This is an optimization exercise on Yosys and OpenROAD, whose aim is small area, not a production implementation. At most, simulation tests tie the RTL to the original design; equivalence was not proved. Only the layout flow was run in runs 1 and 6; the RTL was not checked for function there. Power and IR drop assume default switching activity.

[flow/flow/run.sh]
#!/bin/bash
set -euo pipefail
export BUFFER_PORTS_ARGS="-buffer_cell sky130_fd_sc_hd__buf_1"
export CTS_ARGS="-sink_clustering_enable -repair_clock_nets -dont_use_dummy_load -buf_list sky130_fd_sc_hd__clkbuf_8"
bash standard.sh > standard.log 2>&1
[flow/standard.sh]
#!/bin/bash
# synth_recipe.tcl (not shown) runs the flow's synth.tcl, then flattens the netlist and writes it again
# the make line also repeats each setting of config.mk as NAME=value (left out here)
make -C /OpenROAD-flow-scripts/flow DESIGN_CONFIG=/design/flow/config.mk WORK_HOME=/design/flow/orfs CLKGATE_MAP_FILE= SYNTH_SCRIPT=/design/flow/synth_recipe.tcl "${@:-finish}"
[flow/config.mk]
export PLATFORM = sky130hd
export DESIGN_NAME = acorn_prng
export DESIGN_NICKNAME = acorn_prng
export VERILOG_FILES = /design/flow/design.v
export SDC_FILE = /design/flow/constraint.sdc
export NUM_CORES = 4
export LEC_CHECK = 0
export CAP_MARGIN = 20
export CORE_MARGIN = 2
export CORE_UTILIZATION = 40
export SLEW_MARGIN = 20
[flow/constraint.sdc]
create_clock -name core_clock -period 5.0 [get_ports {clk}]
set_input_delay 1.0000 -clock core_clock [delete_from_list [all_inputs] [get_ports {clk}]]
set_output_delay 1.0000 -clock core_clock [all_outputs]
set_load 0.01 [all_outputs]
[flow/design.v]
`default_nettype none
`timescale 1ns/1ps
module acorn_prng (
    input clk,
    input reset,
    input wire load,
    input wire [1:0] select,
    input wire [11:0] gpio_seed,
    input wire [11:0] LA1_seed,
    output reg [11:0] out,
    output [12:0] io_oeb,
    output wire reset_out
);
assign io_oeb = 13'b0;
assign reset_out = reset;
reg [11:0] seed;
reg [3:0]  counter;
reg        first;           
reg [11:0] ring [0:13];
reg        c0;              
reg        c15;             
reg        c14;             
reg        rdb;             
wire step = ~(counter[3] & counter[2] & counter[1]);    
wire [11:0] opa = c0  ? seed : ring[0];
wire [11:0] opb = ({12{c15}} & out) | ({12{rdb}} & ring[1]);
wire [12:0] cy;
wire [11:0] sum;
assign cy[0] = 1'b0;
genvar g;
generate
	for (g = 0; g < 12; g = g + 1) begin : add
		assign sum[g]  = opa[g] ^ opb[g] ^ cy[g];
		assign cy[g+1] = (opa[g] & opb[g]) | (cy[g] & (opa[g] ^ opb[g]));
	end
endgenerate
wire        sh = ~load & step;
wire        hd = load | c14 | c15;           
wire [11:0] ring_nx [0:13];
genvar r;
generate
	for (r = 0; r < 14; r = r + 1) begin : rg
		wire [11:0] src = (r == 0) ? sum : (r == 13) ? ring[0] : ring[(r + 1) % 14];
		assign ring_nx[r] = ({12{sh}} & src) | ({12{hd}} & ring[r]);
		always @(posedge clk)
			ring[r] <= ring_nx[r];
	end
endgenerate
wire        ld     = load & ~reset;
wire        ld_g   = ld & ~select[1] &  select[0];
wire        ld_l   = ld &  select[1] & ~select[0];
wire        ld_f   = ld &  select[1] &  select[0];
wire        ld_e   = ld & (select[1] ~^ select[0]);
wire        keep_s = ~load & ~reset;
wire [11:0] seed_nx = ({12{ld_g}} & gpio_seed) | ({12{ld_l}} & LA1_seed)
                    | {ld_e, {10{ld_f}}, ld_e} | ({12{keep_s}} & seed);
wire        upd    = ~reset & ~load & c15;
wire        keep_o = ~reset & (load | ~c15);
wire [11:0] out_nx = ({12{upd}} & sum) | ({12{keep_o}} & out);
wire        run      = ~reset & ~load;
wire [3:0]  cnt_nx   = reset ? 4'd0 : run ? counter + 1'b1 : counter;
wire        c15_nx   = reset ? 1'b0 : run ? c14 : c15;
wire        first_nx = reset | (first & ~(run & c15));
always @(posedge clk) begin
	seed    <= seed_nx;
	out     <= out_nx;
	counter <= cnt_nx;
	c0      <= reset ? 1'b1 : run ? c15 : c0;
	c14     <= reset ? 1'b0 : run ? (counter == 4'd13) : c14;
	c15     <= c15_nx;
	first   <= first_nx;
	rdb     <= ~c15_nx & ~first_nx;
end
endmodule
==> results.py, run 1 <==
metrics = {
    "synth": {
        "synth-compound-area-share": 0.270,
        "seq_area_frac_synth": 0.571,
        "syn_avg_cell_area_um2": 12.1,
        "syn_inst": 584,
        "ys_warn_count": 2,
        "ys_seq_elements": 201,
        "synth.distinct_cells": 30,
        "synthAdderAreaFrac": 0.0337,
        "synth_simple_gate_area_share": 0.0344,
        "yosys.area_share.xor_xnor": 0.00692,
        "synth.mux.area_fraction": 0.0202,
        "netlist_area_um2": 7050,
        "synth_top_family_by_area": "compound AO/OA/AOI/OAI gates",
    },
    "cts": {
        "clk_path_buf_depth": 3,
        "htreeDepth": 2,
        "clk_pin_slew_ns": 0.05,
        "ctsRootBufferMaster": "clkbuf_8",
        "cts_hold_buffers": 0,
        "clk_latency_ns": 0.50,
        "numCtsBuffers": 34,
        "post_cts_buffers": 0,
        "cts_tree": "yes",
        "post_cts_resized": 0,
        "cts.sinks": 201,
    },
    "global_routing": {
        "grt_max_degree": 169,
        "grt_pass1_wl_um": 22200,
        "grt_pass1_vias": 4460,
        "gr-total-overflow": 0,
        "antenna_found_initial": 0,
        "gr-usage-all-layers": 0.147,
    },
    "timing": {
        "slew_viol_final": 0,
        "slew_headroom": 0.378,
        "setup_viol": 0,
        "report.final.hold_viol_count": 0,
        "rsz0062_at_grt": "true",
        "setup_tns_ns": 0,
        "post-route-min-period_ns": 4.94,
        "fin_worst_skew_ns": 0.0337,
        "setup_slack_ns": 0.0558,
        "fin_crit_sh": 0.989,
        "max_freq_mhz": 202,
        "worst_pin_slew_ns": 0.932,
    },
    "floorplanning": {
        "start_util": 0.409,
        "core_area_um2": 17200,
        "fp.dieW_um": 137,
        "ios": 55,
        "die_y_um": 137,
        "dieArea_um2": 18700,
        "row_count": 48,
    },
    "route": {
        "firstDrtPassIters": 4,
        "wl_per_cell_um": 15.6,
        "postRouteAntennaNets": 0,
        "viasPerCell": 5.35,
        "drc": 0,
        "vias": 4487,
        "drt_iter0_drc": 312,
        "wirelength_um": 13100,
    },
    "placement": {
        "dpl_cell_area_um2": 7210,
        "port_buffers": 41,
        "hpwl_um": 7520,
        "pre_cts_ws_ns": 0.0324,
        "gp_congestion": 0.806,
    },
    "setup_path": {
        "required_ns": 5.37,
        "startpoint": "c0$_SDFFE_PP1P_",
        "crit_fanout": 2,
        "crit_type": "flop to flop",
        "r2r-start": "c0$_SDFFE_PP1P_",
        "worst_ep_arrival_time_ns": 5.32,
        "critPathCapture": "out[10]$_DFF_P_",
        "cp-start-kind": "flop",
        "crit_path_end_kind": "flop",
        "rr_worst_depth": 14,
        "r2r-end": "out[10]$_DFF_P_",
        "r2r_slack_ns": 0.06,
    },
    "finish": {
        "post-route-util": 0.449,
        "final_cell_area_um2": 7730,
        "final_nets": 657,
        "area_delta_synth_final_pct": 9.69,
        "diodes": 0,
        "drive_gt1_frac": 0.109,
    },
    "min_path": {
        "min_path_type": "flop to flop",
    },
    "power_and_ir_drop": {
        "p_total_mw": 3.37,
        "p_leak_nw": 3.04,
        "ir_drop_mv": 0.259,
        "p_per_area_nw_per_um2": 436,
    },
    "job": {
        "maxCapViolCount": 0,
    },
    "outcome": {
        "status": "timing/DRC/antenna clean",
    },
}
## power by group
part | switching [mW] | internal, mW | total [mW]
sequential | 0.120 | 1.81 | 1.93
combinational | 0.122 | 0.179 | 0.301
clock | 0.544 | 0.601 | 1.14
total | 0.786 | 2.59 | 3.37
## worst max-delay path: stages (launching register included)
cell and delay [ns]:
dfxtp_2 0.35, mux2_4 0.32, ha_4 0.17, fa_2 0.38, fa_2 0.36, fa_2 0.37, fa_2 0.35, fa_2 0.34
fa_2 0.34, fa_2 0.35, fa_2 0.36, fa_2 0.39, inv_2 0.08, fa_2 0.43, a211oi_1 0.26
## cells in the mapped netlist
cell / number / area (um^2)
xor2_1: 2 / 17.5
a22oi_1: 2 / 15.0
mux2i_1: 3 / 30.0
o211ai_1: 10 / 75.1
buf_2: 14 / 70.1
nand2_1: 22 / 82.6
buf_1: 2 / 7.51
a21oi_1: 26 / 130
a31oi_2: 1 / 12.5
inv_1: 4 / 15.0
nor2_1: 8 / 30.0
ha_1: 3 / 37.5
nand2b_1: 15 / 93.8
a21o_1: 11 / 82.6
dfxtp_1: 201 / 4020
a211oi_1: 1 / 7.51
mux2_2: 10 / 113
o21a_1: 1 / 7.51
nand4b_1: 2 / 17.5
o221ai_1: 2 / 17.5
a22o_1: 178 / 1560
clkbuf_1: 21 / 78.8
or3_1: 1 / 6.26
fa_1: 10 / 200
buf_4: 14 / 105
conb_1: 1 / 3.75
xnor2_1: 1 / 8.76
buf_6: 15 / 169
xnor3_1: 1 / 22.5
nor2b_1: 2 / 12.5
## sequential cells by signal, indices dropped and copies added (netlist names)
register,cells
c0,1
c14,1
c15,1
counter,4
first,1
out,12
rdb,1
ring,168
seed,12
## layer usage
layer	track usage	vias up	wire length, um
li1	-	2188	-
met1	0.210	2183	6590
met2	0.206	87	5510
met3	0.0430	29	678
met4	0.0619	0	320
met5	0	-	0
## area by class of cell
cell class,count,area (um^2)
Clock buffer,34,468
Fill cell,1587,9500
Inverter,4,15.0
Multi-Input combinational cell,325,2690
Sequential cell,201,4030
Tap cell,225,282
Timing Repair Buffer,49,259
## cell families (layout without fill, tap and decap cells)
group	after synthesis	after routing
compound gates	232	232
flops	201	201
xor+xnor	4	4
other cells	1	13
mux	13	13
buf+inv	70	87
fa+ha+maj	13	13
simple gates	50	50
## worst min path at each step
stage | slack (ns) | to | startpoint | depth (start not counted)
2_1_floorplan | 0.42 | first$_DFF_P_ | first$_DFF_P_ | 1
3_3_place_gp | 0.43 | first$_DFF_P_ | first$_DFF_P_ | 1
3_5_place_dp | 0.44 | first$_DFF_P_ | first$_DFF_P_ | 1
4_1_cts | 0.45 | ring[12][4]$_DFF_P_ | ring[13][4]$_DFF_P_ | 1
5_1_grt | 0.47 | ring[12][4]$_DFF_P_ | ring[13][4]$_DFF_P_ | 1
6_report | 0.45 | first$_DFF_P_ | first$_DFF_P_ | 1
## stage by stage
stage	std cells	hold slack, ns
floorplan	596	0.424
global placement	803	0.434
detailed placement	803	0.440
CTS	837	0.446
global route	838	0.466
finish	838	0.446
## cell usage in the layout (no fill, tap or decap), types with 4 or more instances in the layout
master      n
a21oi_1    26
nand2b_1   15
mux2_2      8
buf_1      41
a22o_1    178
o211ai_1   10
fa_2       10
clkbuf_8   34
nand2_1    22
conb_1     13
nor2_1      8
a21o_1     11
dfxtp_1   200
buf_4       4
==> run 2: changes to the inputs <==
--- a/flow/design.v
+++ b/flow/design.v
@@ -19,7 +19,6 @@
 reg [11:0] ring [0:13];
 reg        c0;              
 reg        c15;             
-reg        c14;             
 reg        rdb;             
 wire step = ~(counter[3] & counter[2] & counter[1]);    
 wire [11:0] opa = c0  ? seed : ring[0];
@@ -35,7 +34,7 @@
 	end
 endgenerate
 wire        sh = ~load & step;
-wire        hd = load | c14 | c15;           
+wire        hd = load | c15 | (counter == 4'd14);    
 wire [11:0] ring_nx [0:13];
 genvar r;
 generate
@@ -59,14 +58,13 @@
 wire [11:0] out_nx = ({12{upd}} & sum) | ({12{keep_o}} & out);
 wire        run      = ~reset & ~load;
 wire [3:0]  cnt_nx   = reset ? 4'd0 : run ? counter + 1'b1 : counter;
-wire        c15_nx   = reset ? 1'b0 : run ? c14 : c15;
+wire        c15_nx   = reset ? 1'b0 : run ? (counter == 4'd14) : c15;
 wire        first_nx = reset | (first & ~(run & c15));
 always @(posedge clk) begin
 	seed    <= seed_nx;
 	out     <= out_nx;
 	counter <= cnt_nx;
 	c0      <= reset ? 1'b1 : run ? c15 : c0;
-	c14     <= reset ? 1'b0 : run ? (counter == 4'd13) : c14;
 	c15     <= c15_nx;
 	first   <= first_nx;
 	rdb     <= ~c15_nx & ~first_nx;
--- a/flow/config.mk
+++ b/flow/config.mk
@@ -5,6 +5,7 @@
 export SDC_FILE = /design/flow/constraint.sdc
 export NUM_CORES = 4
 export LEC_CHECK = 0
+export ABC_AREA = 1
 export CAP_MARGIN = 20
 export CORE_MARGIN = 2
 export CORE_UTILIZATION = 40
==> run 2 against run 1 <==
  * Final cell count increased by 29%
  * Register-to-register slack improved by 0.10 ns
  * Clock skew up 0.0045 ns
  * Area after synthesis up 16%
  * Sequential cell count shrank 1
  * Critical path depth rose by 1
  * Global-route usage decreased by 1.8 points
  * Via count rose by 10%
  * Maximum frequency rose by 2.1%
  * Largest cell class unchanged
  * Largest power group unchanged
==> results.py, run 2 <==
metrics = {
    "route": {
        "viasPerCell": 4.59,
        "firstDrtPassIters": 4,
        "drt_iter0_drc": 310,
        "wirelength_um": 13300,
        "drc": 0,
        "postRouteAntennaNets": 0,
        "vias": 4949,
        "wl_per_cell_um": 12.3,
    },
    "floorplanning": {
        "fp.dieW_um": 147,
        "start_util": 0.405,
        "core_area_um2": 20200,
        "die_y_um": 147,
        "ios": 55,
        "row_count": 52,
        "dieArea_um2": 21600,
    },
    "timing": {
        "setup_slack_ns": 0.156,
        "slew_headroom": 0.420,
        "report.final.hold_viol_count": 0,
        "rsz0062_at_grt": "false",
        "setup_viol": 0,
        "fin_crit_sh": 0.969,
        "slew_viol_final": 0,
        "max_freq_mhz": 206,
        "worst_pin_slew_ns": 0.870,
        "fin_worst_skew_ns": 0.0381,
        "hold_slack_ns": 0.473,
        "setup_tns_ns": 0,
        "post-route-min-period_ns": 4.84,
    },
    "placement": {
        "port_buffers": 41,
        "gp_congestion": 0.810,
        "hpwl_um": 8230,
        "pre_cts_ws_ns": 0.0439,
    },
    "setup_path": {
        "crit_path_end_kind": "flop",
        "required_ns": 5.37,
        "rr_worst_depth": 15,
        "r2r-end": "ring[0][10]$_DFF_P_",
        "crit_path_max_incr_delay_ns": 0.45,
        "startpoint": "c0$_SDFFE_PP1P_",
        "crit_type": "flop to flop",
        "cp_cell_sequence": "nand2_1, o21ai_0, ha_2, fa_2, fa_2, fa_2, fa_2, fa_2, fa_2, fa_2, fa_2, fa_2, inv_2, fa_2, o22ai_1",
        "cp_common_cell": "fa_2",
        "slowest_stage": "fa_2",
        "r2r-start": "c0$_SDFFE_PP1P_",
        "cp-start-kind": "flop",
        "crit_fanout": 5,
        "r2r_slack_ns": 0.16,
        "worst_ep_arrival_time_ns": 5.21,
    },
    "cts": {
        "cts.sinks": 200,
        "clk_pin_slew_ns": 0.11,
        "clk_latency_ns": 0.47,
        "clk_path_buf_depth": 2,
        "htreeDepth": 4,
        "cts_hold_buffers": 0,
        "cts_tree": "yes",
        "numCtsBuffers": 17,
        "ctsRootBufferMaster": "clkbuf_8",
    },
    "power_and_ir_drop": {
        "p_per_area_nw_per_um2": 381,
        "p_total_mw": 3.28,
        "p_leak_nw": 3.06,
        "ir_drop_mv": 0.178,
    },
    "finish": {
        "top_register": "ring",
        "largestRegisters": "ring (168), out (12), seed (12)",
        "final_cell_mix": "dfxtp_1 (199), inv_1 (198), o22ai_2 (150), nand2_1 (62), buf_1 (41)",
        "largest_reg_flops": 168,
        "final_nets": 853,
        "diodes": 0,
        "post-route-util": 0.427,
        "area_delta_synth_final_pct": 5.34,
        "layout_commonest_cell": "dfxtp_1",
        "fillers": 1994,
        "drive_gt1_frac": 0.255,
    },
    "synth": {
        "synth_commonest_cells": "dfxtp_1 (200), inv_1 (200), o22ai_2 (150)",
        "syn_avg_cell_area_um2": 10.4,
        "syn_inst": 787,
        "ys_warn_count": 2,
        "synth.distinct_cells": 28,
        "yosys_most_used_dff": "dfxtp_1",
        "synth_top_cell_area_share": 0.490,
        "yosysTopAreaCell": "dfxtp_1",
        "synth_edf_count": 0,
        "netlist_area_um2": 8170,
        "seq_area_frac_synth": 0.490,
        "ys_seq_elements": 200,
        "netlist_top_cells_area": "dfxtp_1 (49%), o22ai_2 (23%), inv_1 (9.2%)",
        "async_flop_share": 0,
    },
    "global_routing": {
        "gr-total-overflow": 0,
        "grt_pass1_wl_um": 22900,
        "grt_pass1_vias": 4879,
        "gr-usage-all-layers": 0.128,
        "antenna_found_initial": 0,
        "grt_max_degree": 113,
    },
    "min_path": {
        "min_path_type": "flop to flop",
        "holdPathStages": 2,
        "min_to": "ring[12][8]$_DFF_P_",
        "worstHoldStart": "ring[13][8]$_DFF_P_",
    },
    "job": {
        "maxCapViolCount": 0,
    },
    "outcome": {
        "status": "timing/DRC/antenna clean",
    },
}
run 2: cell count changes in the layout (fill, tap and decap cells not counted), moves of 8 or more:
cell      before  now
inv_1          3  198
a21oi_1       26    1
clkbuf_8      34   17
a22o_1       178    0
o22ai_2        0  150
o22ai_1        0   39
o211ai_1      10    0
mux2_2         8    0
nand2_1       22   62
a21o_1        11    0
nand3_1        0    8
nand4_1        0   12
nand2b_1      15    0
o21ai_0        0   16
run 2: cell type report:
type,count,area [um^2],area share
Clock buffer,17,234,0.0272
Inverter,205,779,0.0905
Multi-Input combinational cell,335,3010,0.349
Sequential cell,200,4010,0.465
Tap cell,270,338,0.0392
Timing Repair Buffer,52,249,0.0289
run 2: worst max-delay path by stage:
stage,end,slack [ns],cells past startpoint
global placement,ring[0][10]$_DFF_P_,0.09,14
floorplan,ring[0][10]$_DFF_P_,0.05,16
detailed placement,ring[0][10]$_DFF_P_,0.04,14
CTS,ring[0][10]$_DFF_P_,0.04,14
finish,ring[0][10]$_DFF_P_,0.16,15
global route,out[11]$_DFF_P_,0.02,20
run 2: cell families (layout without fill, tap and decap cells):
group	after synthesis	in the layout	synth area share
AOI/OAI and AO/OA	208	208	0.271
adders and majority gates	13	13	0.0291
and+or+nand+nor	101	101	0.0557
buffers and inverters	264	274	0.154
DFF	200	200	0.490
other	1	13	0.000459
run 2: per-layer routing:
metal / wire length (um) / global-route usage / up-vias
met2: 5480 / 0.192 / 88
met1: 6990 / 0.177 / 2261
met3: 609 / 0.0382 / 16
li1: - / - / 2584
met4: 223 / 0.0442 / 0
met5: 0 / 0 / -
run 2: where the power goes:
group	total (mW)	leakage (nW)	switching, mW	internal, mW
registers	1.89	1.64	0.0593	1.84
clock network	0.770	0.122	0.468	0.302
logic	0.620	1.29	0.346	0.273
run 2: timing repair:
action	in CTS	in global routing
setup buffers	0	0
gates resized for setup	0	6
endpoints found under the hold margin	0	0
endpoints found under the setup margin	0	4
run 2: stage by stage:
step           cells  area (um^2)
2_1_floorplan    799         8250
3_3_place_gp    1062         8360
3_5_place_dp    1062         8360
4_1_cts         1079         8600
5_1_grt         1079         8610
6_report        1079         8610
run 2: worst max-delay path, delay by kind of cell (launching register included):
kind	cells	cell delay [ns]
adder cells (fa/ha/maj)	11	4.05
AND/OR/NAND/NOR	1	0.05
AO/OA/AOI/OAI	2	0.26
buffers and inverters	1	0.07
flip-flops	1	0.35
==> run 3: changes to the inputs <==
--- a/flow/config.mk
+++ b/flow/config.mk
@@ -5,7 +5,6 @@
 export SDC_FILE = /design/flow/constraint.sdc
 export NUM_CORES = 4
 export LEC_CHECK = 0
-export ABC_AREA = 1
 export CAP_MARGIN = 20
 export CORE_MARGIN = 2
 export CORE_UTILIZATION = 40
==> run 3 against run 2 <==
  * Still clean
  * Final cell count down 24%
  * Critical path depth unchanged
  * Sequential power about the same
  * Sequential cell count unchanged
  * Clock-buffer cell count unchanged
  * Cell area down 13%
  * Area after synthesis down 14%
  * Synthesized cell count down 26%
  * Via count down 12%
  * Total power down 9.7%
  * Critical endpoint is now ring[0][11]$_DFF_P_
  * Largest power group unchanged
  * Highest routed layer unchanged
==> results.py, run 3 <==
metrics = {
    "outcome": {
        "status": "timing/DRC/antenna clean",
    },
    "placement": {
        "gp_congestion": 0.759,
        "dpl_cell_area_um2": 7190,
        "port_buffers": 41,
        "hpwl_um": 7550,
    },
    "power_and_ir_drop": {
        "clock_power_share": 0.254,
        "p_int_mw": 2.27,
        "p_sw_frac": 0.233,
        "p_switching_mw": 0.691,
        "p_leak_nw": 2.91,
        "p_total_mw": 2.97,
        "p_seq_frac": 0.646,
        "p_per_area_nw_per_um2": 397,
        "ir_drop_mv": 0.182,
        "power_frac_comb": 0.100,
    },
    "synth": {
        "netlist_area_um2": 7030,
        "synth_top_cell_area_share": 0.569,
        "ys_seq_elements": 200,
        "synth_edf_count": 0,
        "yosysTopAreaCell": "dfxtp_1",
        "synth_commonest_cells": "dfxtp_1 (200), a22o_1 (178), a21oi_1 (26)",
        "syn_inst": 583,
        "netlist_top_cells_area": "dfxtp_1 (57%), a22o_1 (22%), fa_1 (2.8%)",
        "yosys_most_used_dff": "dfxtp_1",
        "syn_avg_cell_area_um2": 12.1,
        "synth.distinct_cells": 32,
        "async_flop_share": 0,
        "ys_warn_count": 2,
        "seq_area_frac_synth": 0.569,
        "synth_most_common_cell": "dfxtp_1",
    },
    "setup_path": {
        "r2r-start": "c0$_SDFFE_PP1P_",
        "crit_type": "flop to flop",
        "crit_fanout": 2,
        "required_ns": 5.33,
        "worst_ep_arrival_time_ns": 5.20,
        "r2r_slack_ns": 0.13,
        "r2r-end": "ring[0][11]$_DFF_P_",
        "crit_path_end_kind": "flop",
        "rr_worst_depth": 15,
        "cp-start-kind": "flop",
    },
    "timing": {
        "fin_worst_skew_ns": 0.0311,
        "setup_tns_ns": 0,
        "max_freq_mhz": 205,
        "hold_slack_ns": 0.457,
        "fin_crit_sh": 0.974,
        "setup_viol": 0,
        "slew_headroom": 0.382,
        "rsz0062_at_grt": "false",
        "report.final.hold_viol_count": 0,
        "post-route-min-period_ns": 4.87,
        "slew_viol_final": 0,
        "worst_pin_slew_ns": 0.925,
    },
    "floorplanning": {
        "start_util": 0.408,
        "core_area_um2": 17200,
        "fp.dieW_um": 137,
        "die_y_um": 137,
        "row_count": 48,
        "ios": 55,
        "dieArea_um2": 18700,
    },
    "finish": {
        "final_nets": 639,
        "area_delta_synth_final_pct": 6.12,
        "diodes": 0,
        "largestRegisters": "ring (168), out (12), seed (12)",
        "fillers": 1619,
        "largest_reg_flops": 168,
        "final_cell_mix": "dfxtp_1 (199), a22o_1 (178), buf_1 (41), a21oi_1 (26), nand2_1 (21)",
        "layout_commonest_cell": "dfxtp_1",
        "drive_gt1_frac": 0.0874,
        "top_register": "ring",
        "final_cell_area_um2": 7460,
        "post-route-util": 0.433,
    },
    "cts": {
        "htreeDepth": 4,
        "clk_path_buf_depth": 2,
        "cts_hold_buffers": 0,
        "clk_latency_ns": 0.46,
        "clk_pin_slew_ns": 0.08,
        "numCtsBuffers": 17,
        "ctsRootBufferMaster": "clkbuf_8",
        "cts_tree": "yes",
        "cts.sinks": 200,
    },
    "min_path": {
        "min_path_type": "flop to flop",
        "min_to": "ring[5][5]$_DFF_P_",
        "worstHoldStart": "ring[6][5]$_DFF_P_",
        "holdPathStages": 1,
    },
    "route": {
        "wl_per_cell_um": 15.2,
        "wirelength_um": 12500,
        "drt_iter0_drc": 226,
        "vias": 4354,
        "postRouteAntennaNets": 0,
        "viasPerCell": 5.31,
        "firstDrtPassIters": 4,
        "drc": 0,
    },
    "global_routing": {
        "antenna_found_initial": 0,
        "grt_pass1_wl_um": 21000,
        "grt_max_degree": 91,
        "gr-usage-all-layers": 0.141,
        "gr-total-overflow": 0,
        "grt_pass1_vias": 4213,
    },
    "job": {
        "maxCapViolCount": 0,
    },
}
## run 3: cell types whose count changed in the layout (fill, tap and decap cells not counted), moves of 11 or more
cell / delta
a21o_1: +11
nand4_1: -12
inv_1: -195
a21oi_1: +25
o22ai_2: -150
o22ai_1: -39
nand2b_1: +15
o21ai_0: -16
nand2_1: -41
a22o_1: +178
## run 3: what timing repair did
| action | CTS | global route |
|---|---|---|
| setup endpoints to repair | 1 | 4 |
| endpoints found under the hold margin | 0 | 0 |
| resized for setup | 1 | 9 |
| buffers inserted | 0 | 0 |
## run 3: critical path, cell delays in order, from the launching register on
cell     delay, ns
dfxtp_2       0.36
mux2_4        0.31
ha_4          0.16
fa_2          0.39
fa_2          0.35
fa_2          0.36
fa_2          0.36
fa_2          0.35
fa_2          0.35
fa_2          0.34
fa_2          0.35
fa_2          0.39
inv_2         0.07
fa_2          0.20
xnor3_1       0.22
a22o_1        0.20
## run 3: cell families after synthesis
logic type,synth area share
adders and majority gates,0.0338
AOI/OAI and AO/OA,0.272
muxes,0.0189
DFF,0.569
xor gates and xnor gates,0.00694
and+or+nand+nor,0.0347
other,0.000533
buffers and inverters,0.0641
## run 3: final cells by class
cell class / instances / area (um^2) / share of cell area
clock buffers: 17 / 234 / 0.0314
inverters: 4 / 15.0 / 0.00201
multi-input cells: 324 / 2690 / 0.360
flip-flops and latches: 200 / 4010 / 0.537
well taps: 225 / 282 / 0.0377
repair buffers: 50 / 241 / 0.0324
## run 3: worst max-delay path by stage
stage,startpoint,to,slack [ns],cells after the start
finish,c0$_SDFFE_PP1P_,ring[0][11]$_DFF_P_,0.13,15
detailed placement,c0$_SDFFE_PP1P_,ring[0][11]$_DFF_P_,0.03,15
global route,c0$_SDFFE_PP1P_,ring[0][11]$_DFF_P_,0.002,15
floorplan,c15$_DFF_P_,ring[0][11]$_DFF_P_,0.08,17
CTS,c0$_SDFFE_PP1P_,ring[0][11]$_DFF_P_,0.009,15
global placement,c0$_SDFFE_PP1P_,ring[0][11]$_DFF_P_,0.11,15
## run 3: power by group through the flow
stage          clock network, mW  logic (mW)  registers (mW)
4_1_cts                    0.788       0.298            1.92
6_report                   0.753       0.297            1.92
2_1_floorplan                  0       0.270            1.91
3_3_place_gp                   0       0.285            1.95
3_5_place_dp                   0       0.294            1.95
5_1_grt                    0.850       0.332            1.94
## run 3: through the flow
stage                     worst slack, ns  instances
after floorplan                    0.0750        595
after CTS                         0.00853        820
after global placement              0.112        803
final                               0.131        820
after global routing              0.00176        820
after detailed placement           0.0270        803
## run 3: routing by layer
metal,global-route usage,vias up,wire length [um]
li1,-,2159,-
met1,0.199,2122,6300
met2,0.208,68,5590
met3,0.0400,5,464
met4,0.0417,0,88
met5,0,-,0
==> run 4: changes to the inputs <==
--- a/flow/config.mk
+++ b/flow/config.mk
@@ -7,5 +7,5 @@
 export LEC_CHECK = 0
 export CAP_MARGIN = 20
 export CORE_MARGIN = 2
-export CORE_UTILIZATION = 40
+export CORE_UTILIZATION = 55
 export SLEW_MARGIN = 20
==> run 4 against run 3 <==
  * Still clean
  * Global-route usage rose by 4.7 points
  * Core utilization is 15 points higher
  * Sequential share of layout area grew 0.52 points
  * Synthesized cell count unchanged
  * Combinational power is essentially flat
  * Critical endpoint unchanged
==> results.py, run 4 <==
metrics = {
    "power_and_ir_drop": {
        "p_leak_nw": 2.91,
        "ir_drop_mv": 0.219,
        "p_total_mw": 2.96,
        "p_per_area_nw_per_um2": 401,
    },
    "global_routing": {
        "gr-usage-all-layers": 0.187,
        "grt_max_degree": 169,
        "antenna_found_initial": 0,
        "grt_pass1_vias": 4030,
        "gr-total-overflow": 0,
        "grt_pass1_wl_um": 20000,
    },
    "cts": {
        "ctsRootBufferMaster": "clkbuf_8",
        "clk_pin_slew_ns": 0.07,
        "cts_hold_buffers": 0,
        "clk_path_buf_depth": 2,
        "clk_latency_ns": 0.45,
        "cts_tree": "yes",
        "htreeDepth": 4,
        "numCtsBuffers": 17,
        "cts.sinks": 200,
    },
    "setup_path": {
        "crit_type": "flop to flop",
        "cp-start-kind": "flop",
        "crit_fanout": 2,
        "worst_ep_arrival_time_ns": 5.17,
        "crit_path_end_kind": "flop",
        "required_ns": 5.32,
    },
    "synth": {
        "syn_avg_cell_area_um2": 12.1,
        "synth_edf_count": 0,
        "synth_most_common_cell": "dfxtp_1",
        "synth_top_cell_area_share": 0.569,
        "netlist_top_cells_area": "dfxtp_1 (57%), a22o_1 (22%), fa_1 (2.8%)",
        "yosysTopAreaCell": "dfxtp_1",
        "netlist_area_um2": 7030,
        "syn_inst": 583,
        "yosys_most_used_dff": "dfxtp_1",
        "synth_commonest_cells": "dfxtp_1 (200), a22o_1 (178), a21oi_1 (26)",
        "synth.distinct_cells": 32,
        "ys_warn_count": 2,
        "async_flop_share": 0,
        "ys_seq_elements": 200,
        "seq_area_frac_synth": 0.569,
    },
    "route": {
        "drt_iter0_drc": 320,
        "postRouteAntennaNets": 0,
        "wl_per_cell_um": 15.9,
        "vias": 4315,
        "wirelength_um": 12200,
        "drc": 0,
        "firstDrtPassIters": 5,
        "viasPerCell": 5.63,
    },
    "floorplanning": {
        "core_area_um2": 12600,
        "row_count": 41,
        "die_y_um": 117,
        "fp.dieW_um": 117,
        "dieArea_um2": 13700,
        "start_util": 0.559,
        "ios": 55,
    },
    "min_path": {
        "min_path_type": "flop to flop",
    },
    "timing": {
        "max_freq_mhz": 206,
        "setup_slack_ns": 0.145,
        "post-route-min-period_ns": 4.85,
        "fin_crit_sh": 0.971,
        "fin_worst_skew_ns": 0.0220,
        "slew_headroom": 0.322,
        "rsz0062_at_grt": "false",
        "setup_viol": 0,
        "setup_tns_ns": 0,
        "report.final.hold_viol_count": 0,
        "worst_pin_slew_ns": 1.02,
        "slew_viol_final": 0,
    },
    "placement": {
        "port_buffers": 41,
        "hpwl_um": 7220,
        "dp_cells": 749,
        "gp_congestion": 0.782,
        "pre_cts_ws_ns": 0.0548,
        "dpl_cell_area_um2": 7120,
    },
    "finish": {
        "final_cell_mix": "dfxtp_1 (200), a22o_1 (178), buf_1 (41), a21oi_1 (26), nand2_1 (21)",
        "drive_gt1_frac": 0.0824,
        "diodes": 0,
        "seqCellArea_um2": 4000,
        "multi_input_area_um2": 2670,
        "layout_commonest_cell": "dfxtp_1",
        "area_delta_synth_final_pct": 5.07,
        "fillers": 1072,
        "largestRegisters": "ring (168), out (12), seed (12)",
        "largest_reg_flops": 168,
        "top_register": "ring",
        "final_nets": 639,
        "instances_no_fill": 767,
        "final_cell_area_um2": 7390,
    },
    "job": {
        "maxCapViolCount": 0,
    },
    "outcome": {
        "status": "timing/DRC/antenna clean",
    },
}
-- run 4: layout make-up --
cell class	instances	share of cell area
inverter	4	0.00203
timing repair buffer	50	0.0344
tap	172	0.0291
multi-input combinational	324	0.361
sequential	200	0.542
clock buffer	17	0.0317
-- run 4: timing repair --
action	4_1_cts	5_1_grt
buffers inserted	0	0
gates resized for setup	0	3
endpoints found under the setup margin	0	4
-- run 4: kinds of logic (layout without fill, tap and decap cells) --
| logic type | Yosys count | after routing | share of synthesized area |
|---|---|---|---|
| DFF | 200 | 200 | 0.569 |
| xor gates and xnor gates | 4 | 4 | 0.00694 |
| buffers and inverters | 71 | 71 | 0.0641 |
| AOI/OAI and AO/OA | 233 | 233 | 0.272 |
| muxes | 12 | 12 | 0.0189 |
| other | 1 | 13 | 0.000533 |
| adders and majority gates | 13 | 13 | 0.0338 |
| and+or+nand+nor | 49 | 49 | 0.0347 |
-- run 4: where the power goes --
| group | internal [mW] | total (mW) | leakage (nW) | switching [mW] |
|---|---|---|---|---|
| Clock | 0.301 | 0.752 | 0.122 | 0.450 |
| Sequential | 1.80 | 1.91 | 1.63 | 0.118 |
| Combinational | 0.176 | 0.297 | 1.15 | 0.121 |
-- run 4: per-stage QoR --
stage | hold WS [ns] | util
6_report | 0.444 | 0.588
5_1_grt | 0.479 | 0.588
4_1_cts | 0.450 | 0.585
3_5_place_dp | 0.431 | 0.566
3_3_place_gp | 0.427 | 0.566
2_1_floorplan | 0.419 | -
-- run 4: metal layers --
metal,vias to the layer above,global-route usage,wire length [um]
li1,2154,-,-
met5,-,0,0
met2,80,0.258,5220
met4,0,0.0714,145
met3,8,0.0592,519
met1,2073,0.274,6330
-- run 4: worst max-delay path, cell delays in order, from the launching register on --
cell and delay, ns:
dfxtp_1 0.34, mux2_2 0.34, ha_1 0.19, fa_2 0.35
fa_2 0.35, fa_2 0.35, fa_2 0.35, fa_2 0.35
fa_2 0.34, fa_2 0.35, fa_2 0.40, fa_2 0.35
inv_2 0.07, fa_1 0.18, xnor3_1 0.23, a22o_1 0.21
-- run 4: final timing paths --
path	cells past startpoint	to	slack, ns	start
hold reg to reg	1	first$_DFF_P_	0.44	first$_DFF_P_
hold / removal	1	first$_DFF_P_	0.44	first$_DFF_P_
setup / recovery	15	ring[0][11]$_DFF_P_	0.15	c0$_SDFFE_PP1P_
setup reg to reg	15	ring[0][11]$_DFF_P_	0.15	c0$_SDFFE_PP1P_
==> run 5: changes to the inputs <==
--- a/flow/design.v
+++ b/flow/design.v
@@ -15,7 +15,6 @@
 assign reset_out = reset;
 reg [11:0] seed;
 reg [3:0]  counter;
-reg        first;           
 reg [11:0] ring [0:13];
 reg        c0;              
 reg        c15;             
@@ -59,14 +58,12 @@
 wire        run      = ~reset & ~load;
 wire [3:0]  cnt_nx   = reset ? 4'd0 : run ? counter + 1'b1 : counter;
 wire        c15_nx   = reset ? 1'b0 : run ? (counter == 4'd14) : c15;
-wire        first_nx = reset | (first & ~(run & c15));
 always @(posedge clk) begin
 	seed    <= seed_nx;
 	out     <= out_nx;
 	counter <= cnt_nx;
 	c0      <= reset ? 1'b1 : run ? c15 : c0;
 	c15     <= c15_nx;
-	first   <= first_nx;
-	rdb     <= ~c15_nx & ~first_nx;
+	rdb     <= reset ? 1'b0 : (run & c15) ? 1'b1 : (run & (counter == 4'd14)) ? 1'b0 : rdb;
 end
 endmodule
--- a/flow/config.mk
+++ b/flow/config.mk
@@ -7,5 +7,5 @@
 export LEC_CHECK = 0
 export CAP_MARGIN = 20
 export CORE_MARGIN = 2
-export CORE_UTILIZATION = 55
+export CORE_UTILIZATION = 40
 export SLEW_MARGIN = 20
==> run 5 against run 4 <==
  * Hold slack better by 0.0080 ns
  * Worst setup slack worse by 0.042 ns
  * Clock skew rose by 0.014 ns
  * Core utilization is 16 points lower
  * Final cell count is 6.8% higher
  * Sequential share of layout area decreased by 0.39 points
  * Critical path type unchanged
  * Critical endpoint unchanged
==> results.py, run 5 <==
metrics = {
    "finish": {
        "layout_commonest_cell": "dfxtp_1",
        "drive_gt1_frac": 0.0859,
        "area_delta_synth_final_pct": 5.83,
        "largest_reg_flops": 168,
        "post-route-util": 0.431,
        "final_nets": 638,
        "largestRegisters": "ring (168), out (12), seed (12)",
        "diodes": 0,
        "multi_input_area_um2": 2650,
        "final_cell_mix": "dfxtp_1 (198), a22o_1 (178), buf_1 (41), a21oi_1 (27), nand2_1 (22)",
        "top_register": "ring",
        "fillers": 1651,
        "final_cell_area_um2": 7410,
        "seqCellArea_um2": 3990,
        "instances_no_fill": 819,
    },
    "placement": {
        "dpl_cell_area_um2": 7160,
        "hpwl_um": 7610,
        "dp_cells": 801,
        "gp_congestion": 0.815,
        "port_buffers": 41,
        "pre_cts_ws_ns": 0.00818,
    },
    "setup_path": {
        "crit_fanout": 2,
        "cp_common_cell": "fa_2",
        "critPathBufInv": 1,
        "cp_cell_sequence": "mux2_2, ha_2, fa_2, fa_2, fa_2, fa_2, fa_2, fa_2, fa_2, fa_2, fa_2, inv_2, fa_1, xnor3_1, a22o_1",
        "crit_path_max_incr_delay_ns": 0.39,
        "crit_path_end_kind": "flop",
        "slowest_stage": "fa_2",
        "required_ns": 5.32,
        "cp-start-kind": "flop",
        "crit_type": "flop to flop",
        "cp_top_family": "adder cells",
        "worst_ep_arrival_time_ns": 5.22,
    },
    "global_routing": {
        "gr-usage-all-layers": 0.143,
        "antenna_found_initial": 0,
        "gr-total-overflow": 0,
        "grt_max_degree": 127,
        "grt_pass1_vias": 4156,
        "grt_pass1_wl_um": 20900,
    },
    "synth": {
        "synth.distinct_cells": 30,
        "async_flop_share": 0,
        "netlist_area_um2": 7000,
        "syn_avg_cell_area_um2": 12.1,
        "yosys_most_used_dff": "dfxtp_1",
        "ys_warn_count": 2,
        "synth_top_cell_area_share": 0.569,
        "yosysTopAreaCell": "dfxtp_1",
        "syn_inst": 580,
        "ys_seq_elements": 199,
        "netlist_top_cells_area": "dfxtp_1 (57%), a22o_1 (22%), fa_1 (2.9%)",
        "synth_most_common_cell": "dfxtp_1",
        "synth_edf_count": 0,
        "seq_area_frac_synth": 0.569,
        "synth_commonest_cells": "dfxtp_1 (199), a22o_1 (178), a21oi_1 (27)",
    },
    "cts": {
        "cts_hold_buffers": 0,
        "clk_path_buf_depth": 2,
        "htreeDepth": 4,
        "cts_tree": "yes",
        "clk_pin_slew_ns": 0.09,
        "ctsRootBufferMaster": "clkbuf_8",
        "numCtsBuffers": 17,
        "clk_latency_ns": 0.46,
        "cts.sinks": 199,
    },
    "route": {
        "drt_iter0_drc": 291,
        "firstDrtPassIters": 4,
        "drc": 0,
        "postRouteAntennaNets": 0,
        "wl_per_cell_um": 15.4,
        "vias": 4401,
        "wirelength_um": 12600,
        "viasPerCell": 5.37,
    },
    "floorplanning": {
        "start_util": 0.407,
        "fp.dieW_um": 136,
        "core_area_um2": 17200,
        "die_y_um": 136,
        "dieArea_um2": 18600,
        "row_count": 48,
        "ios": 55,
    },
    "timing": {
        "report.final.hold_viol_count": 0,
        "worst_pin_slew_ns": 1.05,
        "slew_viol_final": 0,
        "setup_slack_ns": 0.104,
        "setup_tns_ns": 0,
        "fin_crit_sh": 0.979,
        "fin_worst_skew_ns": 0.0364,
        "slew_headroom": 0.300,
        "hold_slack_ns": 0.452,
        "max_freq_mhz": 204,
        "rsz0062_at_grt": "false",
        "setup_viol": 0,
        "post-route-min-period_ns": 4.90,
    },
    "outcome": {
        "status": "timing/DRC/antenna clean",
    },
    "power_and_ir_drop": {
        "clock_power_share": 0.255,
        "ir_drop_mv": 0.190,
        "p_seq_frac": 0.645,
        "p_per_area_nw_per_um2": 399,
        "p_leak_nw": 2.88,
        "power_frac_comb": 0.100,
        "p_switching_mw": 0.694,
        "p_int_mw": 2.26,
        "p_total_mw": 2.96,
        "p_sw_frac": 0.235,
    },
    "job": {
        "maxCapViolCount": 0,
    },
    "min_path": {
        "min_path_type": "flop to flop",
    },
}
run 5: final cells by class:
| class | instances | area share |
|---|---|---|
| well taps | 225 | 0.0380 |
| repair buffers | 51 | 0.0326 |
| clock buffers | 17 | 0.0316 |
| flip-flops and latches | 199 | 0.538 |
| multi-input cells | 323 | 0.358 |
| inverters | 4 | 0.00203 |
run 5: worst reg2reg max path: stages, from the launching register on:
cell,delay [ns]
dfxtp_2,0.34
mux2_2,0.34
ha_2,0.18
fa_2,0.39
fa_2,0.35
fa_2,0.35
fa_2,0.35
fa_2,0.35
fa_2,0.35
fa_2,0.35
fa_2,0.35
fa_2,0.39
inv_2,0.07
fa_1,0.18
xnor3_1,0.24
a22o_1,0.21
run 5: logic make-up (layout without fill, tap and decap cells):
| group | Yosys count | after routing | synth area share |
|---|---|---|---|
| buffers and inverters | 70 | 72 | 0.0636 |
| other | 1 | 13 | 0.000536 |
| muxes | 12 | 12 | 0.0189 |
| xor gates and xnor gates | 4 | 4 | 0.00697 |
| DFF | 199 | 199 | 0.569 |
| AOI/OAI and AO/OA | 233 | 233 | 0.274 |
| adders and majority gates | 13 | 13 | 0.0340 |
| and+or+nand+nor | 48 | 48 | 0.0333 |
run 5: power groups by stage:
stage	combinational, mW	sequential (mW)	clock [mW]
floorplan	0.270	1.90	0
finish	0.295	1.91	0.756
CTS	0.298	1.91	0.791
global placement	0.284	1.94	0
global route	0.329	1.93	0.857
detailed placement	0.293	1.94	0
run 5: worst paths after layout:
kind                            from                  end  slack [ns]  cells past startpoint
setup / recovery     c0$_SDFFE_PP1P_  ring[0][11]$_DFF_P_        0.10                     15
hold / removal    ring[6][6]$_DFF_P_   ring[5][6]$_DFF_P_        0.45                      1
setup reg to reg     c0$_SDFFE_PP1P_  ring[0][11]$_DFF_P_        0.10                     15
hold reg to reg   ring[6][6]$_DFF_P_   ring[5][6]$_DFF_P_        0.45                      1
run 5: per-layer routing:
layer  global-route usage  routed length (um)  share of wire
met1                0.203                6330           0.50
met2                0.203                5440           0.43
met3               0.0433                 648          0.051
met4               0.0556                 195          0.015
met5                    0                   0              0
run 5: what timing repair did:
item / in CTS / in global routing
buffers inserted: 1 / 0
gates resized for setup: 0 / 3
setup endpoints to repair: 1 / 4
==> run 6: changes to the inputs <==
==> flow/design.v (replaced) <==
`default_nettype none
`timescale 1ns/1ps
module acorn_prng (
    input clk,
    input reset,
    input wire load,
    input wire [1:0] select,
    input wire [11:0] gpio_seed,
    input wire [11:0] LA1_seed,
    output reg [11:0] out,
    output [12:0] io_oeb,
    output wire reset_out
);
assign io_oeb = 13'b0;
assign reset_out = reset;
reg [11:0] seed;
reg [11:0] r01;
reg [11:0] r02;
reg [11:0] r03;
reg [11:0] r04;
reg [11:0] r05;
reg [11:0] r06;
reg [11:0] r07;
reg [11:0] r08;
reg [11:0] r09;
reg [11:0] r010;
reg [11:0] r011;
reg [11:0] r012;
reg [11:0] r013;
reg [11:0] r014;
reg [11:0] r015;
reg [11:0] r10;
reg [11:0] r11;
reg [11:0] r12;
reg [11:0] r13;
reg [11:0] r14;
reg [11:0] r15;
reg [11:0] r16;
reg [11:0] r17;
reg [11:0] r18;
reg [11:0] r19;
reg [11:0] r110;
reg [11:0] r111;
reg [11:0] r112;
reg [11:0] r113;
reg [11:0] r114;
reg [11:0] r115;
reg [3:0] counter;
always @(posedge clk) begin
	if (reset) begin 
		counter <= 0;
		r01 <= 0;
		r02 <= 0;
		r03 <= 0;
		r04 <= 0;
		r05 <= 0;
		r06 <= 0;
		r07 <= 0;
		r08 <= 0;
		r09 <= 0;
		r010 <= 0;
		r011 <= 0;
		r012 <= 0;
		r013 <= 0;
		r014 <= 0;
		r015 <= 0;
		r11 <= 0;
		r12 <= 0;
		r13 <= 0;
		r14 <= 0;
		r15 <= 0;
		r16 <= 0;
		r17 <= 0;
		r18 <= 0;
		r19 <= 0;
		r110 <= 0;
		r111 <= 0;
		r112 <= 0;
		r113 <= 0;
		r114 <= 0;
		r115 <= 0;
		out <= 0;
		seed <= 0;
	end else 
	if (load) begin
	if(select == 2'b00)
	seed <= 12'b100000000001;
	if(select == 2'b11)
	seed <= 12'b111111111111;
	if(select == 2'b01)
	seed <= gpio_seed;
	if(select == 2'b10)
	seed <= LA1_seed;
	end else begin
	counter <= counter + 1;
	if(counter == 0)
	r11 <= r01+seed;
	if(counter == 1)
	r12 <= r02+r11;
	if(counter == 2)
	r13 <= r03+r12;
	if(counter == 3)
	r14 <= r04+r13;
	if(counter == 4)
	r15 <= r05+r14;
	if(counter == 5)
	r16 <= r06+r15;
	if(counter == 6)
	r17 <= r07+r16;
	if(counter == 7)
	r18 <= r08+r17;
	if(counter == 8)
	r19 <= r09+r18;
	if(counter == 9)
	r110 <= r010+r19;
	if(counter == 10)
	r111 <= r011+r110;
	if(counter == 11)
	r112 <= r012+r111;
	if(counter == 12)
	r113 <= r013+r112;
	if(counter == 13)
	r114 <= r014+r113;
	if(counter == 14)
	r115 <= r015+r114;
	if(counter == 15)
		out <= r115;
		r01 <= r11;
		r02 <= r12;
		r03 <= r13;
		r04 <= r14;
		r05 <= r15;
		r06 <= r16;
		r07 <= r17;
		r08 <= r18;
		r09 <= r19;
		r010 <= r110;
		r011 <= r111;
		r012 <= r112;
		r013 <= r113;
		r014 <= r114;
		r015 <= r115;
	end
end
endmodule
==> flow/run.sh (new file) <==
#!/bin/bash
# synth_recipe.tcl (not shown) runs the flow's synth.tcl, then flattens the netlist and writes it again
# the make line also repeats each setting of config.mk as NAME=value (left out here)
make -C /OpenROAD-flow-scripts/flow DESIGN_CONFIG=/design/flow/config.mk WORK_HOME=/design/flow/orfs CLKGATE_MAP_FILE= SYNTH_SCRIPT=/design/flow/synth_recipe.tcl finish
removed: flow/flow/run.sh
removed: flow/standard.sh
==> run 6 against run 5 <==
  * Still clean
  * First-iteration DRC count grew to 2.8 times the previous value
  * Routed wire length rose to 3.6 times the previous value
  * Die area grew to 2.9 times the previous value
  * Hold slack gained 0.0098 ns
  * Critical path depth is 13 lower
  * Combinational power rose by 2%
  * Global-route usage grew 2.4 points
  * Maximum frequency increased by 57%
  * Clock power grew to 4.3 times the previous value
  * Sequential power up 64%
  * Clock-buffer cell count rose by 53
  * Area after synthesis grew to 3.0 times the previous value
  * Critical path type is now primary input to output pin
  * Largest power group is now the clock network
==> results.py, run 6 <==
metrics = {
    "finish": {
        "area_delta_synth_final_pct": 10.8,
        "final_cell_mix": "dfxtp_1 (388), nor2_1 (343), nand2_1 (245), a21oi_1 (210), mux2i_1 (207)",
        "fillers": 5101,
        "diodes": 0,
        "final_cell_area_um2": 23200,
        "drive_gt1_frac": 0.0402,
        "final_nets": 2547,
        "layout_commonest_cell": "dfxtp_1",
    },
    "timing": {
        "report.final.hold_viol_count": 0,
        "setup_viol": 0,
        "slew_viol_final": 0,
        "worst_pin_slew_ns": 1.08,
        "post-route-min-period_ns": 3.13,
        "fin_crit_sh": 0.626,
        "setup_tns_ns": 0,
        "fin_worst_skew_ns": 0.0127,
        "rsz0062_at_grt": "false",
        "slew_headroom": 0.280,
        "max_freq_mhz": 320,
    },
    "route": {
        "wl_per_cell_um": 14.8,
        "firstDrtPassIters": 5,
        "wirelength_um": 44900,
        "drc": 0,
        "viasPerCell": 5.28,
        "drt_iter0_drc": 813,
        "vias": 16069,
        "postRouteAntennaNets": 0,
    },
    "power_and_ir_drop": {
        "p_per_area_nw_per_um2": 287,
        "ir_drop_mv": 0.253,
        "p_leak_nw": 9.93,
    },
    "cts": {
        "cts.sinks": 388,
        "cts_tree": "yes",
        "clk_path_buf_depth": 3,
        "numCtsBuffers": 44,
        "post_cts_buffers": 0,
        "clk_pin_slew_ns": 0.06,
        "cts_hold_buffers": 0,
        "ctsRootBufferMaster": "clkbuf_16",
        "htreeDepth": 2,
        "clk_latency_ns": 0.57,
        "post_cts_resized": 0,
    },
    "synth": {
        "async_flop_share": 0,
        "netlist_area_um2": 21000,
        "syn_avg_cell_area_um2": 8.92,
        "yosysTopAreaCell": "dfxtp_1",
        "synth_edf_count": 0,
        "synth_top_cell_area_share": 0.371,
        "syn_inst": 2349,
        "synth_most_common_cell": "dfxtp_1",
        "ys_seq_elements": 388,
        "synth_commonest_cells": "dfxtp_1 (388), nor2_1 (343), nand2_1 (245)",
        "ys_warn_count": 1,
        "seq_area_frac_synth": 0.371,
        "yosys_most_used_dff": "dfxtp_1",
        "synth.distinct_cells": 47,
        "netlist_top_cells_area": "dfxtp_1 (37%), ha_1 (10%), mux2i_1 (9.9%)",
    },
    "global_routing": {
        "grt_pass1_vias": 15693,
        "grt_max_degree": 219,
        "antenna_found_initial": 0,
        "grt_pass1_wl_um": 76700,
        "gr-usage-all-layers": 0.167,
        "gr-total-overflow": 0,
    },
    "setup_path": {
        "cp_cell_sequence": "buf_8, clkdlybuf4s50_1",
        "crit_type": "primary input to output pin",
        "crit_fanout": 112,
        "required_ns": 4.00,
        "slowest_stage": "clkdlybuf4s50_1",
        "crit_path_max_incr_delay_ns": 0.67,
        "worst_ep_arrival_time_ns": 2.13,
        "cp-start-kind": "primary input",
        "cp_top_family": "buffers and inverters",
        "crit_path_end_kind": "output pin",
        "critPathBufInv": 2,
    },
    "floorplanning": {
        "die_y_um": 233,
        "ios": 55,
        "core_area_um2": 51500,
        "start_util": 0.407,
        "fp.dieW_um": 233,
        "row_count": 83,
        "dieArea_um2": 54200,
    },
    "outcome": {
        "status": "timing/DRC/antenna clean",
    },
    "placement": {
        "gp_congestion": 0.780,
        "port_buffers": 41,
        "dpl_cell_area_um2": 21800,
        "hpwl_um": 30700,
    },
    "min_path": {
        "min_path_type": "flop to flop",
    },
    "job": {
        "maxCapViolCount": 0,
    },
}
==> run 6: kinds of logic after synthesis <==
logic type,after synthesis,synth area share
adders and majority gates,187,0.117
other,1,0.000179
DFF,388,0.371
xor gates and xnor gates,133,0.0556
muxes,207,0.0989
AOI/OAI and AO/OA,577,0.182
buffers and inverters,140,0.0306
and+or+nand+nor,716,0.145
==> run 6: power by group <==
group / leakage [nW] / internal (mW) / total (mW) / switching (mW)
clock network: 0.721 / 1.93 / 3.23 / 1.30
logic: 6.08 / 0.109 / 0.301 / 0.192
registers: 3.13 / 3.11 / 3.13 / 0.0184
total: 9.93 / 5.15 / 6.66 / 1.51
==> run 6: per-layer routing <==
layer | routed length (um) | share of wire | global-route usage | up-vias
li1 | - | - | - | 8278
met1 | 21500 | 0.48 | 0.215 | 7585
met2 | 21300 | 0.47 | 0.291 | 149
met3 | 1310 | 0.029 | 0.0281 | 57
met4 | 788 | 0.018 | 0.0406 | 0
met5 | 0 | 0 | 0 | -
==> run 6: path summary, 6_finish.rpt <==
| check | startpoint | end | slack [ns] | depth (start not counted) |
|---|---|---|---|---|
| worst min register to register | out[8]$_SDFFE_PP0P_ | out[8]$_SDFFE_PP0P_ | 0.46 | 2 |
| worst max register to register | r15[0]$_SDFFE_PP0P_ | r16[10]$_SDFFE_PP0P_ | 2.66 | 8 |
| worst max-delay path | reset | reset_out | 1.87 | 2 |
| worst min-delay path | out[8]$_SDFFE_PP0P_ | out[8]$_SDFFE_PP0P_ | 0.46 | 2 |
==> run 6: metrics by stage <==
| step | hold slack (ns) | power, mW | utilization | worst slack (ns) | instances |
|---|---|---|---|---|---|
| 6_report | 0.462 | 6.66 | 0.451 | 1.87 | 3045 |
| 5_1_grt | 0.488 | 6.93 | 0.451 | 1.75 | 3045 |
| 4_1_cts | 0.462 | 6.76 | 0.451 | 1.80 | 3045 |
| 3_5_place_dp | 0.454 | 3.50 | 0.422 | 1.66 | 2965 |
| 3_3_place_gp | 0.446 | 3.50 | 0.422 | 1.73 | 2965 |
| 2_1_floorplan | 0.441 | 3.43 | - | 2.80 | 2361 |
==> run 6: final cells by class <==
| cell class | count | area [um^2] | share of cell area |
|---|---|---|---|
| clock inverter | 10 | 88.8 | 0.00383 |
| inverter | 20 | 75.1 | 0.00323 |
| sequential | 388 | 7770 | 0.335 |
| tap | 680 | 851 | 0.0366 |
| multi-input combinational | 1833 | 12600 | 0.543 |
| clock buffer | 70 | 1370 | 0.0590 |
| timing repair buffer | 44 | 468 | 0.0202 |

separate check: timing with driven ports:
The results above use ideal ports. As a check the final layouts listed here were re-extracted and re-timed, cells and wires unchanged. Step 1 sets driving cells, clkbuf_16 on the clock port and buf_2 on the other inputs (assumed; they add their load-dependent delay and slew). Step 2 moves the port delays by t, midway between the first and last clock arrival at a register: inputs arrive t later, outputs are due t later. That takes back most of the time a late clock gives input paths. a / b / c = ideal / step 1 / step 2; a / b = the first two.
run	t, ns	setup WS [ns]	slew at the worst register clock pin (ns)	worst slew at a driven data input, ns	pins driven straight from the clock port
run 1	0.512	0.056 / 0.056 / 0.056	0.06 / 0.06	0.03	1
run 2	0.483	0.156 / 0.156 / 0.156	0.11 / 0.11	0.03	1
run 3	0.469	0.131 / 0.131 / 0.131	0.10 / 0.10	0.03	1
run 4	0.472	0.145 / 0.145 / 0.145	0.09 / 0.09	0.03	1
run 5	0.473	0.104 / 0.104 / 0.104	0.11 / 0.11	0.03	1
run 6	0.615	1.871 / 1.822 / 1.644	0.06 / 0.06	0.05	1
After both steps setup and hold are still met in every run listed. The setup slack of run 6, which loses most, moves by -0.049 ns with the drivers and by -0.227 ns with both steps.
